Context: an optimization exercise on an open-source flow, tuned for small area. The choices shown serve that exercise and are no tape-out recipe.
No functional check of the RTL was part of any run shown here.

==> design/flow/design.v <==
module leading_zero_cnt (input [63:0] x, output logic [5:0] lz, output logic zero);
logic [15:0] z4; logic [15:0][1:0] c4;
logic [7:0] z8; logic [7:0][2:0] c8;
logic [3:0] z16; logic [3:0][3:0] c16;
logic [1:0] z32; logic [1:0][4:0] c32;
always_comb begin
    for (int i = 0; i < 16; i++) begin
        logic [3:0] n; n = x[4*i +: 4];
        z4[i] = ~|n;
        c4[i] = n[3] ? 2'd0 : n[2] ? 2'd1 : n[1] ? 2'd2 : 2'd3;
    end
    for (int i = 0; i < 8; i++) begin
        z8[i] = z4[2*i+1] & z4[2*i];
        c8[i] = z4[2*i+1] ? {1'b1, c4[2*i]} : {1'b0, c4[2*i+1]};
    end
    for (int i = 0; i < 4; i++) begin
        z16[i] = z8[2*i+1] & z8[2*i];
        c16[i] = z8[2*i+1] ? {1'b1, c8[2*i]} : {1'b0, c8[2*i+1]};
    end
    for (int i = 0; i < 2; i++) begin
        z32[i] = z16[2*i+1] & z16[2*i];
        c32[i] = z16[2*i+1] ? {1'b1, c16[2*i]} : {1'b0, c16[2*i+1]};
    end
    zero = z32[1] & z32[0];
    lz = z32[1] ? {1'b1, c32[0]} : {1'b0, c32[1]};
end
endmodule
module fp32_converter (
    input  [50:0] t,
    input  [7:0]  xmax,
    output [31:0] fp32
);
logic        sign;
logic [49:0] a;
logic [5:0]  lz;
logic        zero;
logic [48:0] norm;
logic [7:0]  exp_out;
logic [22:0] frac;
assign sign = ~t[50];
assign a    = sign ? -t[49:0] : t[49:0];
leading_zero_cnt lzc_inst (.x({a, 14'b0}), .lz(lz), .zero(zero));
assign norm    = a[48:0] << lz[4:0];
assign frac    = (lz > 6'd26) ? 23'd0 : norm[48:26];
assign exp_out = zero ? xmax - 8'd46 : xmax + 8'd3 - {2'b00, lz};
assign fp32 = {sign, exp_out, frac};
endmodule
module ge9 (
    input  [8:0] a,
    input  [8:0] b,
    output       ge
);
logic [8:0] g, p, c;
always_comb begin
    g = a & ~b;
    p = a | ~b;
    c[0] = p[0];
    for (int i = 1; i < 9; i++) c[i] = g[i] | (p[i] & c[i-1]);
end
assign ge = c[8];
endmodule
module exp_max (
    input  [7:0][7:0]   ex,
    output logic [7:0]  xmax
);
logic [7:0][8:0] k;
logic [3:0][8:0] q;
logic [3:0]      l1;
logic            ge01, ge02, ge03, ge12, ge13, ge23;
logic [3:0]      win;
always_comb
    for (int i = 0; i < 8; i++) k[i] = {~&ex[i], ex[i]};
for (genvar i = 0; i < 4; i++) begin : g_pair
    ge9 c (.a(k[2*i]), .b(k[2*i+1]), .ge(l1[i]));
    assign q[i] = l1[i] ? k[2*i] : k[2*i+1];
end
ge9 c01 (.a(q[0]), .b(q[1]), .ge(ge01));
ge9 c02 (.a(q[0]), .b(q[2]), .ge(ge02));
ge9 c03 (.a(q[0]), .b(q[3]), .ge(ge03));
ge9 c12 (.a(q[1]), .b(q[2]), .ge(ge12));
ge9 c13 (.a(q[1]), .b(q[3]), .ge(ge13));
ge9 c23 (.a(q[2]), .b(q[3]), .ge(ge23));
assign win[0] =  ge01 &  ge02 &  ge03;
assign win[1] = ~ge01 &  ge12 &  ge13;
assign win[2] = ~ge02 & ~ge12 &  ge23;
assign win[3] = ~ge03 & ~ge13 & ~ge23;
always_comb begin
    xmax = '0;
    for (int i = 0; i < 4; i++) xmax |= q[i][7:0] & {8{win[i]}};
end
endmodule
module csa_row #(
    parameter int unsigned W = 51
) (
    input  [W-1:0] a,
    input  [W-1:0] b,
    input  [W-1:0] c,
    output [W-1:0] sm,
    output [W-1:0] cy
);
logic [W-1:0] maj;
assign sm  = a ^ b ^ c;
assign maj = (a & b) | (a & c) | (b & c);
assign cy  = {maj[W-2:0], 1'b0};
endmodule
module align (
    input               s,
    input        [23:0] m,
    input        [5:0]  d,
    output logic [47:0] u
);
logic [46:0] v [0:6];
always_comb begin
    v[0] = {m, 23'b0};
    for (int k = 0; k < 6; k++) begin
        for (int j = 0; j < 47; j++)
            v[k+1][j] = d[k] ? ((j + (1 << k) < 47) ? v[k][j + (1 << k)] : 1'b0) : v[k][j];
    end
    u[46:0] = v[6] ^ {47{s}};
    u[47]   = ~s;
end
endmodule
module fp_adder_tree #(
    parameter int unsigned N = 8
) (
    input clk,
    input rst_n,
    input            in_valid,
    input [32*N-1:0] fp_in,
    output           out_valid,
    output [31:0]    out
);
localparam int W = 51;    
logic [N-1:0][7:0]  ex;      
logic [N-1:0][7:0]  d;       
logic [N-1:0]       s;
logic [N-1:0][23:0] m;
logic [7:0]         xmax;    
always_comb begin
    for (int i = 0; i < N; i++) begin
        s[i]  = fp_in[32*i+31];
        ex[i] = (fp_in[32*i+23 +: 8] == 8'd0) ? 8'd1 : fp_in[32*i+23 +: 8];
        m[i]  = {fp_in[32*i+23 +: 8] != 8'd0, fp_in[32*i +: 23]};
    end
end
exp_max exp_max_inst (.ex(ex), .xmax(xmax));
always_comb
    for (int i = 0; i < N; i++) d[i] = xmax - ex[i];
logic [N-1:0][23:0] m_r;
logic [N-1:0][5:0]  d_r;
logic [N-1:0]       s_r;
logic [7:0]         xmax_r;
logic               valid_r;
always_ff @(posedge clk) begin
    for (int i = 0; i < N; i++) begin
        m_r[i] <= (d[i] >= 8'd48) ? 24'd0 : m[i];
        d_r[i] <= d[i][5:0];
    end
    s_r    <= s;
    xmax_r <= xmax;
end
logic [N-1:0][47:0] u;       
logic [3:0]         nneg;    
for (genvar i = 0; i < N; i++) begin : g_align
    align align_inst (.s(s_r[i]), .m(m_r[i]), .d(d_r[i]), .u(u[i]));
end
always_comb begin
    nneg = '0;
    for (int i = 0; i < N; i++) nneg = nneg + s_r[i];
end
logic [8:0][W-1:0] r0;
logic [5:0][W-1:0] r1;
logic [3:0][W-1:0] r2;
logic [2:0][W-1:0] r3;
logic [1:0][W-1:0] r4;
always_comb begin
    for (int i = 0; i < N; i++) r0[i] = W'(u[i]);
    r0[8] = W'(nneg);
end
csa_row #(W) c10 (r0[0], r0[1], r0[2], r1[0], r1[1]);
csa_row #(W) c11 (r0[3], r0[4], r0[5], r1[2], r1[3]);
csa_row #(W) c12 (r0[6], r0[7], r0[8], r1[4], r1[5]);
csa_row #(W) c20 (r1[0], r1[1], r1[2], r2[0], r2[1]);
csa_row #(W) c21 (r1[3], r1[4], r1[5], r2[2], r2[3]);
csa_row #(W) c30 (r2[0], r2[1], r2[2], r3[0], r3[1]);
assign r3[2] = r2[3];
csa_row #(W) c40 (r3[0], r3[1], r3[2], r4[0], r4[1]);
logic [W-1:0] t_r;
logic [7:0]   xmax_r2;
logic         valid_r2;
always_ff @(posedge clk) begin
    t_r     <= r4[0] + r4[1];
    xmax_r2 <= xmax_r;
end
always_ff @(posedge clk) begin
    if (!rst_n) begin
        valid_r  <= 1'b0;
        valid_r2 <= 1'b0;
    end else begin
        valid_r  <= in_valid;
        valid_r2 <= valid_r;
    end
end
fp32_converter conv_inst (
    .t     (t_r),
    .xmax  (xmax_r2),
    .fp32  (out)
);
assign out_valid = valid_r2;
endmodule
==> design/flow/run.sh <==
#!/bin/bash
# synth_recipe.tcl (not shown) runs the flow's synth.tcl, then flattens the netlist and writes it again
# the make line also repeats each setting of config.mk as NAME=value (left out here)
make -C /OpenROAD-flow-scripts/flow DESIGN_CONFIG=/design/flow/config.mk WORK_HOME=/design/flow/orfs CLKGATE_MAP_FILE= SYNTH_SCRIPT=/design/flow/synth_recipe.tcl finish
==> design/flow/config.mk <==
export PLATFORM = sky130hd
export DESIGN_NAME = fp_adder_tree
export DESIGN_NICKNAME = fp_adder_tree
export VERILOG_FILES = /design/flow/design.v
export SDC_FILE = /design/flow/constraint.sdc
export NUM_CORES = 4
export LEC_CHECK = 0
export CAP_MARGIN = 20
export CORE_MARGIN = 2
export CORE_UTILIZATION = 40
export SLEW_MARGIN = 20
==> design/flow/constraint.sdc <==
create_clock -name core_clock -period 8.5 [get_ports {clk}]
set_input_delay 1.7000 -clock core_clock [delete_from_list [all_inputs] [get_ports {clk}]]
set_output_delay 1.7000 -clock core_clock [all_outputs]
set_load 0.01 [all_outputs]
==> results of run 1 <==
[kinds of logic (layout without fill, tap and decap cells)]
group	after synthesis	after routing	synth area share, %
and+or+nand+nor	1692	1692	18.0
AOI/OAI and AO/OA	1207	1207	17.3
buffers and inverters	1029	1406	8.73
muxes	521	521	14.1
xor gates and xnor gates	520	520	10.0
adders and majority gates	470	470	17.9
DFF	317	317	14.0
other	0	1	0
[flip-flops by register name, summed over array words and instances, names as in the netlist]
register / cells
xmax_r: 8
d_r: 48
valid_r: 1
valid_r2: 1
s_r: 8
t_r: 51
xmax_r2: 8
m_r: 192
[how the worst min path moves through the flow]
stage	startpoint	end	slack (ps)	cells past startpoint
floorplan	xmax_r[0]	xmax_r2[0]	310	0
global placement	xmax_r[0]	xmax_r2[0]	320	0
finish	xmax_r[0]	xmax_r2[0]	330	0
CTS	xmax_r[0]	xmax_r2[0]	330	0
global route	xmax_r[0]	xmax_r2[0]	340	0
detailed placement	xmax_r[0]	xmax_r2[0]	320	0
[cell type report]
| type | instances | area share (%) |
|---|---|---|
| clock buffer | 45 | 1.90 |
| timing repair buffer | 655 | 11.3 |
| inverter | 685 | 4.80 |
| antenna | 1 | 0.00467 |
| multi-input combinational | 4410 | 66.2 |
| clock inverter | 21 | 0.493 |
| sequential | 317 | 11.9 |
| tap | 1500 | 3.51 |
[through the flow]
stage / instance area (µm²) / std cells / hold slack [ps]
finish: 53500 / 7634 / 329
global route: 53500 / 7633 / 338
CTS: 53200 / 7623 / 334
detailed placement: 51700 / 7530 / 321
global placement: 51700 / 7530 / 317
floorplan: 45400 / 5756 / 310
[cell usage in the layout, fill, tap and decap left out, types with 94 or more instances in the layout]
| cell type | instances |
|---|---|
| inv_1 | 660 |
| nor2_1 | 567 |
| xnor2_1 | 455 |
| nand2_1 | 427 |
| buf_4 | 332 |
| a21oi_1 | 318 |
| dfxtp_1 | 313 |
| mux2i_1 | 307 |
| fa_1 | 294 |
| clkdlybuf4s50_1 | 290 |
| o21ai_0 | 239 |
| ha_1 | 168 |
| and2_1 | 131 |
| mux2_2 | 130 |
| o22ai_1 | 122 |
| nor3_1 | 94 |
[repair_timing]
action | in CTS | in global routing
gates resized for setup | 19 | 61
hold buffers | 0 | 0
pin swaps | 12 | 41
setup endpoints to repair | 13 | 41
buffers inserted | 27 | 15
[per-layer routing]
layer,global-route usage (%),vias up,wire (µm)
li1,-,20300,-
met1,37.9,20400,74100
met2,48.3,1477,81300
met3,4.85,277,11700
met4,12.1,14,8170
met5,0,-,94
[synthesized netlist by cell type (40+ instances only)]
cell / count / area (µm²)
mux2i_1: 309 / 3090
o21ai_0: 250 / 1250
nand3_1: 82 / 410
nor2_1: 568 / 2130
xnor2_1: 461 / 4040
ha_1: 170 / 2130
mux4_2: 81 / 1820
o22ai_1: 122 / 763
a211oi_1: 65 / 488
and2_1: 132 / 826
nand2_1: 428 / 1610
nand2b_1: 50 / 313
xor2_1: 59 / 517
mux2_2: 130 / 1460
dfxtp_1: 317 / 6350
nor2b_1: 83 / 519
clkbuf_1: 241 / 905
nor3_1: 95 / 475
a22oi_1: 59 / 443
fa_1: 297 / 5950
and3_1: 50 / 313
inv_1: 666 / 2500
buf_1: 69 / 259
a21o_1: 40 / 300
a31oi_1: 70 / 438
a21oi_1: 329 / 1650
[worst reg2reg max path, delay by kind of cell (launching register included)]
family          cells  cell delay [ps]
compound gates     14             2330
xor+xnor            2              270
fa+ha+maj          11             4670
buf+inv             7              430
flops               1              330
simple gates        2              330
==> impl_metrics.json, run 1 <==
{
  "status": "failed layout checks",
  "so_faults": "negative setup slack",
  "vias": 42500,
  "crit_start": "s_r[3]",
  "tightestPinTransition_ps": 925,
  "drv_cap": 0,
  "multiInputGateArea_um2": 35400,
  "synth_edf_count": 0,
  "ant_nets": 0,
  "wl_per_cell_um": 23.0,
  "die_w_um": 341,
  "synth-seq-cells": 317,
  "drt_iter0_drc": 4010,
  "r2r_start": "s_r[3]",
  "min_period_ps": 8520,
  "layout_setup_ws_ps": -19.2,
  "antenna_found_initial": 13,
  "hpwl_um": 150000,
  "tns_ps": -35.2,
  "worst_setup_path_end_kind": "register",
  "core_um2": 112000,
  "gp_congestion": 1.03,
  "crit_top_cell": "fa_1",
  "final_core_util_pct": 47.6,
  "final_nets": 6833,
  "routed_via_density": 5.56,
  "layout-drive-gt1-share_pct": 13.5,
  "netlist_area_um2": 45400,
  "max-slew-margin-rel_pct": 38.2,
  "drc": 0,
  "ys_types": 111,
  "regArea_um2": 6350,
  "cp_slowest_cell": "fa_1",
  "clkLatencyLatePin_ps": 610,
  "crit_cells": 36,
  "r2r_slack_ps": -20,
  "fin_skew_ps": 35.5,
  "io_pins": 292,
  "rsz0062_at_grt": "yes",
  "grt_pass1_vias": 41100,
  "cts.clk_slew.worst_paths_ps": 60,
  "reg2reg_to": "t_r[50]",
  "drv_slew": 0,
  "cts_buffers": 38,
  "pre_cts_ws_ps": -293,
  "syn_nets": 6482,
  "die-area_um2": 116000,
  "grt_max_degree": 52,
  "crit_end": "t_r[50]",
  "grtUsageTotal_pct": 29.3,
  "hold_viol": 0,
  "syn_to_final_growth_pct": 18.0,
  "cp.buffers_inverters": 7,
  "critPathTopFamily": "adder cells",
  "rows": 123,
  "avgSynthCellArea_um2": 7.89,
  "hp-class": "reg2reg",
  "cts_tree": "done",
  "ys.warnings.count": 6,
  "async_flop_share_pct": 0,
  "nFillCells": 11200,
  "setup_viol": 2,
  "synth_cells": 5756,
  "cts_sinks": 317,
  "synth_top_flop_cell": "dfxtp_1",
  "cp.arrival_ps": 8980,
  "grt-ovfl-total": 0,
  "drtPass1Iterations": 6,
  "path_max_fanout": 3,
  "crit_required_ps": 8960,
  "die_h_um": 341,
  "critPathKind": "reg2reg",
  "start_util_pct": 40.3,
  "seq_area_frac_synth_pct": 14.0,
  "grt_pass1_wl_um": 258000,
  "finalCritPeriodShare_pct": 100,
  "slowest_delay_ps": 570,
  "cts_max_path_buffers": 3,
  "clock.fmax_ghz": 0.117,
  "drt_wl_total_um": 175000,
  "port_buffers": 291,
  "clock_tree.root_cell": "clkbuf_16",
  "h-tree-depth": 2,
  "reg2reg_depth": 36,
  "crit_path_start_kind": "register"
}
==> run 2, diff against run 1 <==
--- a/design/flow/config.mk
+++ b/design/flow/config.mk
@@ -10,2 +10,3 @@
 export CORE_UTILIZATION = 40
+export GPL_TIMING_DRIVEN = 0
 export SLEW_MARGIN = 20
==> run 2 against run 1 <==
  * Still fails the layout checks on negative setup slack
  * Register-to-register slack got worse by 80 ps
  * Sequential cell count did not move
  * Area after synthesis did not move
  * Global-route usage rose by 0.82 points
==> impl_metrics.json, run 2 <==
{
  "syn_nets": 6482,
  "regMostFlops": "m_r",
  "hold_viol": 0,
  "crit_end": "t_r[50]",
  "layout_common_cells": "inv_1, nor2_1, xnor2_1",
  "io_pins": 292,
  "avgSynthCellArea_um2": 7.89,
  "die_w_um": 341,
  "wl_per_cell_um": 23.6,
  "fin_skew_ps": 19.2,
  "cp.arrival_ps": 9100,
  "clkLatencyLatePin_ps": 590,
  "reg_top3": "m_r (192), t_r (51), d_r (48)",
  "cts.clk_slew.worst_paths_ps": 60,
  "drt_iter0_drc": 4060,
  "ys_types": 111,
  "min_from": "xmax_r[0]",
  "hp-class": "reg2reg",
  "netlist_top_cells_area": "dfxtp_1, fa_1, xnor2_1",
  "r2r_start": "s_r[0]",
  "tightestPinTransition_ps": 952,
  "routed_via_density": 5.66,
  "crit_start": "s_r[0]",
  "fin_area_um2": 52900,
  "layout-drive-gt1-share_pct": 11.1,
  "layout_setup_ws_ps": -103,
  "dpl-instance-area_um2": 50200,
  "cts_buffers": 37,
  "path_max_fanout": 3,
  "ant_nets": 0,
  "yosysMostFrequentCell": "inv_1",
  "crit_path_start_kind": "register",
  "grt_pass1_vias": 41900,
  "antenna_found_initial": 6,
  "vias": 43300,
  "max-slew-margin-rel_pct": 34.7,
  "drtPass1Iterations": 6,
  "core_um2": 112000,
  "async_flop_share_pct": 0,
  "so_faults": "negative setup slack",
  "worst_setup_path_end_kind": "register",
  "crit_required_ps": 9000,
  "final_nets": 6856,
  "finalCritPeriodShare_pct": 101,
  "holdBufCountCts": 0,
  "hpwl_um": 155000,
  "clock_tree.root_cell": "clkbuf_16",
  "reg2reg_depth": 35,
  "die-area_um2": 116000,
  "min_period_ps": 8600,
  "gp_congestion": 1.07,
  "ys.warnings.count": 6,
  "synth-seq-cells": 317,
  "grt-ovfl-total": 0,
  "r2r_slack_ps": -100,
  "drv_cap": 0,
  "slowest_delay_ps": 640,
  "synth_cells": 5756,
  "largest_register_ffs": 192,
  "reg2reg_to": "t_r[50]",
  "port_buffers": 285,
  "synth_edf_count": 0,
  "synth_top_flop_cell": "dfxtp_1",
  "rsz0062_at_grt": "yes",
  "h-tree-depth": 2,
  "final_common_cell": "inv_1",
  "syn_to_final_growth_pct": 16.4,
  "ys_top_cells_by_count": "inv_1, nor2_1, xnor2_1",
  "setup_viol": 5,
  "die_h_um": 341,
  "yosys.area.top_type": "dfxtp_1",
  "seq_area_frac_synth_pct": 14.0,
  "cts_sinks": 317,
  "synth_top_area_share_pct": 14.0,
  "drt_wl_total_um": 181000,
  "grt_max_degree": 15,
  "rows": 123,
  "cp_slowest_cell": "fa_2",
  "start_util_pct": 40.3,
  "hold_depth": 0,
  "drv_slew": 0,
  "critPathKind": "reg2reg",
  "drc": 0,
  "cts_tree": "done",
  "grt_pass1_wl_um": 266000,
  "netlist_area_um2": 45400,
  "crit_top_cell": "fa_1",
  "status": "failed layout checks",
  "cts_max_path_buffers": 3,
  "grtUsageTotal_pct": 30.1,
  "clock.fmax_ghz": 0.116
}
## run 2: worst min path at each step
stage	endpoint	slack, ps
final	xmax_r2[0]	330
after floorplan	xmax_r2[0]	310
after global placement	xmax_r2[0]	320
after CTS	xmax_r2[0]	330
after global routing	xmax_r2[0]	340
after detailed placement	xmax_r2[0]	320
## run 2: per-stage QoR
stage | util (%) | worst slack (ps) | hold slack [ps] | TNS (ps) | cells
2_1_floorplan | - | 64.7 | 310 | 0 | 5756
3_3_place_gp | 44.6 | -3380 | 317 | -564310 | 7541
3_5_place_dp | 44.6 | -2080 | 318 | -353270 | 7546
4_1_cts | 46.5 | -232 | 331 | -819 | 7630
5_1_grt | 47.0 | -414 | 343 | -3240 | 7656
6_report | 47.0 | -103 | 331 | -310 | 7657
## run 2: layout make-up
class,count,area (µm²)
fillers,11300,59600
multi-input cells,4410,36000
flip-flops and latches,317,6370
repair buffers,359,3440
inverters,685,2570
well taps,1500,1880
plain buffers,320,1440
clock buffers,53,1070
clock inverters,11,119
diodes,2,5.00
## run 2: critical path: cells and delay by family (launching register included)
| family | cells | cell delay (ps) |
|---|---|---|
| compound gates | 14 | 2420 |
| xor+xnor | 2 | 340 |
| fa+ha+maj | 11 | 4800 |
| buf+inv | 6 | 290 |
| flops | 1 | 390 |
| simple gates | 2 | 280 |
## run 2: repair_timing
action / in CTS / in global routing
setup buffers: 37 / 33
resized for setup: 188 / 105
setup endpoints to repair: 247 / 238
pin swaps: 46 / 48
## run 2: cell families after synthesis
kind of cell             Yosys count  synth area share (%)
XOR/XNOR                         520                  10.0
adder cells (fa/ha/maj)          470                  17.9
AO/OA/AOI/OAI                   1207                  17.3
flip-flops                       317                  14.0
buffers and inverters           1029                  8.73
multiplexers                     521                  14.1
AND/OR/NAND/NOR                 1692                  18.0
## run 2: per-layer routing
layer | global-route usage [%] | vias up | share of wire, %
li1 | - | 20400 | -
met1 | 39.6 | 20800 | 43
met2 | 48.6 | 1803 | 45
met3 | 4.29 | 354 | 6.9
met4 | 14.3 | 0 | 5.5
met5 | 0 | - | 0

## separate check: timing with driven ports
Ports are ideal in the flow. The routed layouts listed here were re-timed in OpenROAD. Step 1 assumes that a clkbuf_16 drives the clock port and a buf_2 every other input. Step 2 moves the port delays by t, midway between the first and last clock arrival at a register: inputs arrive t later, outputs are due t later. That takes back most of the time a late clock gives input paths. Slacks: ideal / step 1 / step 2; pairs: ideal / step 1.
run | t (ns) | setup WS [ns] | hold slack, ns | worst setup path at the end | worst data-port slew with drivers (ns)
run 1 | 0.656 | -0.019 / -0.019 / -0.114 | 0.329 / 0.329 / 0.329 | input to register | 0.08
run 2 | 0.653 | -0.103 / -0.103 / -0.532 | 0.331 / 0.331 / 0.331 | input to register | 0.11
The setup slack of run 2, which loses most, moves by 0.000 ns with the drivers and by -0.429 ns with both steps.
